What follows belongs to an exercise in optimizing a design on an open flow for small area; a production flow would make more cautious choices.
In this exercise RTL edits were held to simulation tests only and were not proved equivalent to the original.
Power and IR drop assume default switching activity.

==> flow/design.v <==
`timescale 1ns / 1ps
module ddr_main (
    input        clk,
    input        rst,
    input        btnU,
    input        btnD,
    input        btnL,
    input        btnR,
    input  [7:0] sw,
    output [7:0] led,
    output [6:0] seg,
    output [3:0] an
);
localparam [1:0] ST_GAME = 2'd0, ST_PAUSE = 2'd1, ST_RESET = 2'd2;
reg [1:0] state;
wire s_game  = (state == ST_GAME);
wire s_pause = (state == ST_PAUSE);
wire s_reset = (state == ST_RESET);
reg [2:0] pu, pd, pl, pr;
reg isU, isD, isL, isR;
always @(posedge clk)
    if (rst) begin
        pu <= 0; pd <= 0; pl <= 0; pr <= 0;
        isU <= 0; isD <= 0; isL <= 0; isR <= 0;
    end else begin
        pu <= {btnU, pu[2:1]};
        pd <= {btnD, pd[2:1]};
        pl <= {btnL, pl[2:1]};
        pr <= {btnR, pr[2:1]};
        isU <= ~pu[0] & pu[1];
        isD <= ~pd[0] & pd[1];
        isL <= ~pl[0] & pl[1];
        isR <= ~pr[0] & pr[1];
    end
wire game_rst   = pr[2] | pr[1];
wire combo_hold = pl[2] | pl[1];
reg combo_en;
always @(posedge clk)
    if (rst) begin
        state <= ST_RESET;
        combo_en <= 1'b0;
    end else begin
        state <= sw[0] ? (game_rst ? ST_RESET : ST_PAUSE) : ST_GAME;
        combo_en <= sw[0] & combo_hold;
    end
reg ddv, den;
reg [7:0] dv;
always @(posedge clk)
    if (rst || s_reset) begin
        ddv <= 1'b0;
        den <= 1'b0;
        dv <= 8'd0;
    end else begin
        ddv <= ~ddv;
        den <= ddv;
        if (den) dv <= dv + 8'd1;
    end
wire met  = |dv;                  
wire tick = (dv == 8'd1) & ddv;   
reg [6:0] rr;
reg nb;
always @(posedge clk)
    if (rst) begin
        rr <= 7'd0;
        nb <= 1'b0;
    end else if (s_reset) begin
        rr <= sw[7:1];
        nb <= 1'b0;
    end else if (tick) begin
        nb <= ~(rr[6] ^ rr[5]);
        rr <= {nb, rr[6:1]};
    end
reg [3:0] next_mask;
always @* begin
    case (rr % 7'd11)
        7'd0:  next_mask = 4'b1000;
        7'd1:  next_mask = 4'b0100;
        7'd2:  next_mask = 4'b0010;
        7'd3:  next_mask = 4'b0001;
        7'd4:  next_mask = 4'b1100;
        7'd5:  next_mask = 4'b1010;
        7'd6:  next_mask = 4'b1001;
        7'd7:  next_mask = 4'b0110;
        7'd8:  next_mask = 4'b0101;
        7'd9:  next_mask = 4'b0011;
        default: next_mask = 4'b0000;
    endcase
end
reg [2:0] pm;
reg isM;
always @(posedge clk)
    if (rst) begin
        pm <= 0;
        isM <= 0;
    end else begin
        pm <= {met, pm[2:1]};
        isM <= ~pm[0] & pm[1];
    end
reg [3:0] q0, q1, q2, q3;
always @(posedge clk)
    if (rst || s_reset) begin
        q0 <= 0; q1 <= 0; q2 <= 0; q3 <= 0;
    end else if (s_game && isM) begin
        q3 <= q2; q2 <= q1; q1 <= q0; q0 <= next_mask;
    end
reg [3:0] keys;
reg hitC, hitI;
reg [3:0] k;
reg c, i;
always @* begin
    k = keys; c = hitC; i = hitI;
    if (isM) begin
        k = 4'd0; c = 1'b0; i = 1'b0;
    end
    if (s_game) begin
        if (met && !c && !i) begin
            if (isU) begin if (!k[3] && !(k[2]&k[1]) && !(k[2]&k[0]) && !(k[1]&k[0])) k[3] = 1'b1; else i = 1'b1; end
            if (isD) begin if (!k[2] && !(k[3]&k[1]) && !(k[3]&k[0]) && !(k[1]&k[0])) k[2] = 1'b1; else i = 1'b1; end
            if (isL) begin if (!k[1] && !(k[3]&k[2]) && !(k[3]&k[0]) && !(k[2]&k[0])) k[1] = 1'b1; else i = 1'b1; end
            if (isR) begin if (!k[0] && !(k[3]&k[2]) && !(k[3]&k[1]) && !(k[2]&k[1])) k[0] = 1'b1; else i = 1'b1; end
            if (k == q3)
                c = 1'b1;
            else if (k != 4'd0 && (k & ~q3) != 4'd0)
                i = 1'b1;
        end else if (!met) begin
            if (isU | isD | isL | isR) i = 1'b1;
            if (!i && !c) i = 1'b1;
        end
    end
end
always @(posedge clk)
    if (rst) begin
        keys <= 0; hitC <= 0; hitI <= 0;
    end else begin
        keys <= k; hitC <= c; hitI <= i;
    end
reg [2:0] pc, pi;
reg isC, isI;
always @(posedge clk)
    if (rst) begin
        pc <= 0; pi <= 0; isC <= 0; isI <= 0;
    end else begin
        pc <= {hitC, pc[2:1]};
        pi <= {hitI, pi[2:1]};
        isC <= ~pc[0] & pc[1];
        isI <= ~pi[0] & pi[1];
    end
reg [4:0] sT, cT;
reg [3:0] sH, sE, sO, cH, cE, cO;
reg [1:0] mul;    
wire ge4  = (cT != 0) | (cH != 0) | (cE != 0) | (cO >= 4);
wire ge10 = (cT != 0) | (cH != 0) | (cE != 0);
wire ge15 = (cT != 0) | (cH != 0) | (cE >= 2) | ((cE == 1) & (cO >= 5));
reg [1:0] mul_n;
always @* begin
    mul_n = mul;
    if (isC) mul_n = ge15 ? 2'd3 : ge10 ? 2'd2 : ge4 ? 2'd1 : 2'd0;
    if (isI) mul_n = 2'd0;
end
wire [3:0] addv = isC ? (4'd1 << mul_n) : 4'd0;
wire [4:0] so_s = sO + addv;
wire       so_c = (so_s >= 10);
wire [3:0] so_n = so_c ? so_s - 5'd10 : so_s[3:0];
wire [3:0] se_s = sE + so_c;
wire       se_c = (se_s == 10);
wire [3:0] se_n = se_c ? 4'd0 : se_s;
wire [3:0] sh_s = sH + se_c;
wire       sh_c = (sh_s == 10);
wire [3:0] sh_n = sh_c ? 4'd0 : sh_s;
wire [4:0] st_n = sT + sh_c;
wire s_wrap = (st_n == 16) & (sh_n == 3) & ((se_n == 9) | ((se_n == 8) & (so_n >= 4)));
wire [3:0] sw_o = (se_n == 9) ? so_n + 4'd6 : so_n - 4'd4;
wire cwrap = (cT == 16) & (cH == 3) & (cE == 8) & (cO == 3);
wire co_c  = (cO == 9);
wire ce_c  = co_c & (cE == 9);
wire ch_c  = ce_c & (cH == 9);
always @(posedge clk)
    if (rst || s_reset) begin
        sT <= 0; sH <= 0; sE <= 0; sO <= 0;
        cT <= 0; cH <= 0; cE <= 0; cO <= 0;
        mul <= 2'd0;
    end else begin
        mul <= mul_n;
        if (s_game) begin
            if (s_wrap) begin
                sT <= 0; sH <= 0; sE <= 0; sO <= sw_o;
            end else begin
                sT <= st_n; sH <= sh_n; sE <= se_n; sO <= so_n;
            end
        end
        if (isI) begin
            cT <= 0; cH <= 0; cE <= 0; cO <= (s_game & isC) ? 4'd1 : 4'd0;
        end else if (s_game & isC) begin
            if (cwrap) begin
                cT <= 0; cH <= 0; cE <= 0; cO <= 0;
            end else begin
                cO <= co_c ? 4'd0 : cO + 4'd1;
                if (co_c) cE <= ce_c ? 4'd0 : cE + 4'd1;
                if (ce_c) cH <= ch_c ? 4'd0 : cH + 4'd1;
                if (ch_c) cT <= cT + 5'd1;
            end
        end
    end
reg dp2, dp1, disM;
always @(posedge clk)
    if (rst) begin
        dp2 <= 0; dp1 <= 0; disM <= 0;
    end else if (den) begin
        dp2 <= met;
        dp1 <= dp2;
        disM <= ~dp1 & dp2;
    end
reg dmode;            
reg [4:0] n0;
reg [3:0] n1, n2, n3;
reg [1:0] trk;
reg shown;
always @(posedge clk)
    if (rst) begin
        dmode <= 0; n0 <= 0; n1 <= 0; n2 <= 0; n3 <= 0;
        trk <= 0; shown <= 0;
    end else if (den) begin
        if (s_game && disM) begin
            dmode <= 1'b0;
            n0 <= {1'b0, q0}; n1 <= q1; n2 <= q2; n3 <= q3;
        end else if (s_pause) begin
            dmode <= 1'b1;
            if (combo_en) begin
                n0 <= cT; n1 <= cH; n2 <= cE; n3 <= cO;
            end else begin
                n0 <= sT; n1 <= sH; n2 <= sE; n3 <= sO;
            end
        end
        trk <= trk + 2'd1;
        shown <= 1'b1;
    end
reg [4:0] cur;
always @* begin
    case (trk)
        2'd0: cur = n0;
        2'd1: cur = {1'b0, n1};
        2'd2: cur = {1'b0, n2};
        default: cur = {1'b0, n3};
    endcase
end
reg [3:0] amask;
always @* begin
    if (!dmode) amask = cur[3:0];
    else case (cur)
        5'd10: amask = 4'b1000;
        5'd11: amask = 4'b0100;
        5'd12: amask = 4'b0010;
        5'd13: amask = 4'b0001;
        5'd14: amask = 4'b1100;
        5'd15: amask = 4'b1010;
        5'd16: amask = 4'b1001;
        default: amask = 4'b0000;
    endcase
end
reg [6:0] dseg;
always @* begin
    case (cur[3:0])
        4'd0: dseg = 7'b1000000;
        4'd1: dseg = 7'b1111001;
        4'd2: dseg = 7'b0100100;
        4'd3: dseg = 7'b0110000;
        4'd4: dseg = 7'b0011001;
        4'd5: dseg = 7'b0010010;
        4'd6: dseg = 7'b0000010;
        4'd7: dseg = 7'b1111000;
        4'd8: dseg = 7'b0000000;
        default: dseg = 7'b0011000;
    endcase
end
wire [6:0] aseg = {1'b1, ~amask[1], ~amask[1], ~amask[2], ~amask[0], ~amask[0], ~amask[3]};
wire is_digit = dmode & (cur < 5'd10);
assign seg = !shown ? 7'b1111111 : is_digit ? dseg : aseg;
assign an  = !shown ? 4'b1111 : ~(4'b1000 >> trk);
assign led = {4'b0001 << mul, hitC, hitI, state};
endmodule
export LEC_CHECK = 0
export CAP_MARGIN = 20
export CORE_MARGIN = 2
export CORE_UTILIZATION = 60
export SLEW_MARGIN = 20
create_clock -name core_clock -period 16.0 [get_ports {clk}]
standard.sh (not shown) runs the stock make flow with config.mk's settings and CLKGATE_MAP_FILE= SYNTH_SCRIPT=/design/flow/synth_recipe.tcl, a recipe that flattens the netlist after the stock synthesis.
==> flow/flow/run.sh <==
#!/bin/bash
# Own layout flow: the standard synthesis, then an area re-mapping of the
# combinational logic (registers untouched), then the standard layout steps
# with the clock tree built without dummy loads.
set -euo pipefail
W=$(pwd)
R=$W/orfs/results/${FLOW_PLATFORM}/ddr_main/base
YOSYS=yosys
if ! command -v yosys >/dev/null 2>&1; then
  YOSYS=$FLOW_HOME/../tools/install/yosys/bin/yosys
fi

bash standard.sh synth > $W/log_synth.txt 2>&1
cp $R/1_2_yosys.v $W/standard_synth.v
REOPT_IN=$W/standard_synth.v REOPT_OUT=$W/reopt.v REOPT_ABC=$W/flow/area.abc \
  $YOSYS -c $W/flow/reopt.tcl > $W/log_reopt.txt 2>&1
cp $W/reopt.v $R/1_2_yosys.v
touch $R/1_2_yosys.v

CTS="-sink_clustering_enable -repair_clock_nets -dont_use_dummy_load"
CTS="$CTS -buf_list sky130_fd_sc_hd__clkbuf_8 -sink_clustering_size 40 -sink_clustering_max_diameter 200"
bash standard.sh "CTS_ARGS=$CTS" finish > $W/log_layout.txt 2>&1
==> flow/flow/area.abc <==
strash
balance; rewrite; refactor; balance; rewrite; rewrite -z; balance; refactor -z; rewrite -z; balance
balance; rewrite; refactor; balance; rewrite; rewrite -z; balance; refactor -z; rewrite -z; balance
dch -f
amap
==> flow/flow/reopt.tcl <==
# Re-map the combinational logic of the standard synthesis netlist for area.
# Registers (and every other cell that is not plain combinational logic) are
# kept as they are, with their instance names.
yosys -import
set lib $::env(FLOW_HOME)/platforms/sky130hd/lib/sky130_fd_sc_hd__tt_025C_1v80.lib
set net $::env(REOPT_IN)
set out $::env(REOPT_OUT)
set script $::env(REOPT_ABC)

read_liberty -ignore_miss_func $lib
foreach m {sky130_fd_sc_hd__dfxtp_1 sky130_fd_sc_hd__conb_1} {
  blackbox =$m
}
read_verilog $net
hierarchy -top ddr_main
flatten -wb
opt_clean -purge
tee -o $::env(REOPT_OUT).before.txt stat -liberty $lib
abc -liberty $lib -dont_use *probe* -dont_use *lpflow* -script $script
opt_clean -purge
splitnets
opt_clean -purge
hilomap -singleton -hicell sky130_fd_sc_hd__conb_1 HI -locell sky130_fd_sc_hd__conb_1 LO
insbuf -buf sky130_fd_sc_hd__buf_4 A X
opt_clean -purge
tee -o $::env(REOPT_OUT).after.txt stat -liberty $lib
check
write_verilog -noattr -nohex -nodec -selected $out
The baseline ran to the end with no violations.
Next try:
==> flow/run.sh (new file) <==
#!/bin/bash
# synth_recipe.tcl (not shown) runs the flow's synth.tcl, then flattens the netlist and writes it again
# the make line also repeats each setting of config.mk as NAME=value (left out here)
make -C /OpenROAD-flow-scripts/flow DESIGN_CONFIG=/design/flow/config.mk WORK_HOME=/design/flow/orfs CLKGATE_MAP_FILE= SYNTH_SCRIPT=/design/flow/synth_recipe.tcl finish
--- a/flow/config.mk
+++ b/flow/config.mk
@@ -7,5 +7,8 @@
 export LEC_CHECK = 0
+export ABC_AREA = 1
 export CAP_MARGIN = 20
 export CORE_MARGIN = 2
-export CORE_UTILIZATION = 60
+export CORE_UTILIZATION = 70
+export CTS_CLUSTER_DIAMETER = 500
+export CTS_CLUSTER_SIZE = 100
 export SLEW_MARGIN = 20
removed: flow/flow/run.sh
removed: flow/flow/area.abc
removed: flow/flow/reopt.tcl
removed: flow/standard.sh
Outcome: The changed run finished clean; cell area goes up by 18%; clock power goes up by 89%; power goes up by about 34%; via count goes up by about 9%; core utilization goes up by 12 points; non-clock buffer count stays the same.
Next try:
==> flow/flow/run.sh (new file) <==
#!/bin/bash
# Own layout flow: the standard synthesis, then an area re-mapping of the
# combinational logic (registers untouched), then the standard layout steps
# with the clock tree built without dummy loads.
set -euo pipefail
W=$(pwd)
R=$W/orfs/results/${FLOW_PLATFORM}/ddr_main/base
YOSYS=yosys
if ! command -v yosys >/dev/null 2>&1; then
  YOSYS=$FLOW_HOME/../tools/install/yosys/bin/yosys
fi

bash standard.sh synth > $W/log_synth.txt 2>&1
cp $R/1_2_yosys.v $W/standard_synth.v
REOPT_IN=$W/standard_synth.v REOPT_OUT=$W/reopt.v REOPT_ABC=$W/flow/area.abc \
  $YOSYS -c $W/flow/reopt.tcl > $W/log_reopt.txt 2>&1
cp $W/reopt.v $R/1_2_yosys.v
touch $R/1_2_yosys.v

CTS="-sink_clustering_enable -repair_clock_nets -dont_use_dummy_load"
CTS="$CTS -buf_list sky130_fd_sc_hd__clkbuf_16 -sink_clustering_size 100 -sink_clustering_max_diameter 500"
BUF="-inputs -outputs -buffer_cell sky130_fd_sc_hd__buf_1"
bash standard.sh "CTS_ARGS=$CTS" "BUFFER_PORTS_ARGS=$BUF" finish > $W/log_layout.txt 2>&1
==> flow/flow/area.abc (new file) <==
strash
balance; rewrite; refactor; balance; rewrite; rewrite -z; balance; refactor -z; rewrite -z; balance
balance; rewrite; refactor; balance; rewrite; rewrite -z; balance; refactor -z; rewrite -z; balance
dch -f
amap
==> flow/flow/reopt.tcl (new file) <==
# Re-map the combinational logic of the standard synthesis netlist for area.
# Registers (and every other cell that is not plain combinational logic) are
# kept as they are, with their instance names.
yosys -import
set lib $::env(FLOW_HOME)/platforms/sky130hd/lib/sky130_fd_sc_hd__tt_025C_1v80.lib
set net $::env(REOPT_IN)
set out $::env(REOPT_OUT)
set script $::env(REOPT_ABC)

read_liberty -ignore_miss_func $lib
foreach m {sky130_fd_sc_hd__dfxtp_1 sky130_fd_sc_hd__conb_1} {
  blackbox =$m
}
read_verilog $net
hierarchy -top ddr_main
flatten -wb
opt_clean -purge
tee -o $::env(REOPT_OUT).before.txt stat -liberty $lib
abc -liberty $lib -dont_use *probe* -dont_use *lpflow* -script $script
opt_clean -purge
splitnets
opt_clean -purge
hilomap -singleton -hicell sky130_fd_sc_hd__conb_1 HI -locell sky130_fd_sc_hd__conb_1 LO
insbuf -buf sky130_fd_sc_hd__buf_4 A X
opt_clean -purge
tee -o $::env(REOPT_OUT).after.txt stat -liberty $lib
check
write_verilog -noattr -nohex -nodec -selected $out
==> flow/standard.sh (new file) <==
#!/bin/bash
# synth_recipe.tcl (not shown) runs the flow's synth.tcl, then flattens the netlist and writes it again
# the make line also repeats each setting of config.mk as NAME=value (left out here)
make -C /OpenROAD-flow-scripts/flow DESIGN_CONFIG=/design/flow/config.mk WORK_HOME=/design/flow/orfs CLKGATE_MAP_FILE= SYNTH_SCRIPT=/design/flow/synth_recipe.tcl "${@:-finish}"
--- a/flow/config.mk
+++ b/flow/config.mk
@@ -10,5 +10,3 @@
 export CORE_MARGIN = 2
-export CORE_UTILIZATION = 70
-export CTS_CLUSTER_DIAMETER = 500
-export CTS_CLUSTER_SIZE = 100
+export CORE_UTILIZATION = 60
 export SLEW_MARGIN = 20
removed: flow/run.sh
After rerunning: Design area fell by about a fifth; register-to-register slack gets better by 1800 ps; power is lower by about a fifth; sequential share of layout area is higher by 7.0 points.
Next try:
--- a/flow/flow/run.sh
+++ b/flow/flow/run.sh
@@ -20,3 +20,3 @@
 CTS="-sink_clustering_enable -repair_clock_nets -dont_use_dummy_load"
-CTS="$CTS -buf_list sky130_fd_sc_hd__clkbuf_16 -sink_clustering_size 100 -sink_clustering_max_diameter 500"
+CTS="$CTS -buf_list sky130_fd_sc_hd__clkbuf_8 -sink_clustering_size 40 -sink_clustering_max_diameter 200"
 BUF="-inputs -outputs -buffer_cell sky130_fd_sc_hd__buf_1"
Result: The changed run produced a clean layout; global-route usage shrinks by 0.44 points; core utilization shrinks by 2.0 points; final area shrinks by a few percent; power shrinks by about a fifth; die area is unchanged; combinational power barely changes.

-- static timing again, ports no longer ideal --
No port has a modelled driver above. Below, the same layouts with a new extraction and two added sets of constraints.
Step 1 assumes that a clkbuf_16 drives the clock port and a buf_2 every other input.
Step 2 adds t to the input delays and takes it off the output delays; t is the mean of the earliest and latest rising clock arrival at the registers after step 1. Input paths then give back, and output paths get back, about the clock's delay inside the block.
Three values: no drivers, after step 1, after step 2; two values: the first two.
run	t (ns)	setup WS [ns]	hold WS [ns]	worst setup path at the end	latest minus earliest clock arrival (ns)
the first run	0.468	8.948 / 8.911 / 9.379	0.387 / 0.387 / 0.387	register to output	0.043 / 0.042
the second run	0.567	8.216 / 8.216 / 8.216	0.389 / 0.389 / 0.389	register to register	0.005 / 0.005
the third run	0.444	9.442 / 9.401 / 9.844	0.382 / 0.382 / 0.382	register to output	0.019 / 0.019
the fourth run	0.465	9.424 / 9.386 / 9.850	0.383 / 0.383 / 0.383	register to output	0.027 / 0.027
After both steps every run listed still meets setup and hold.
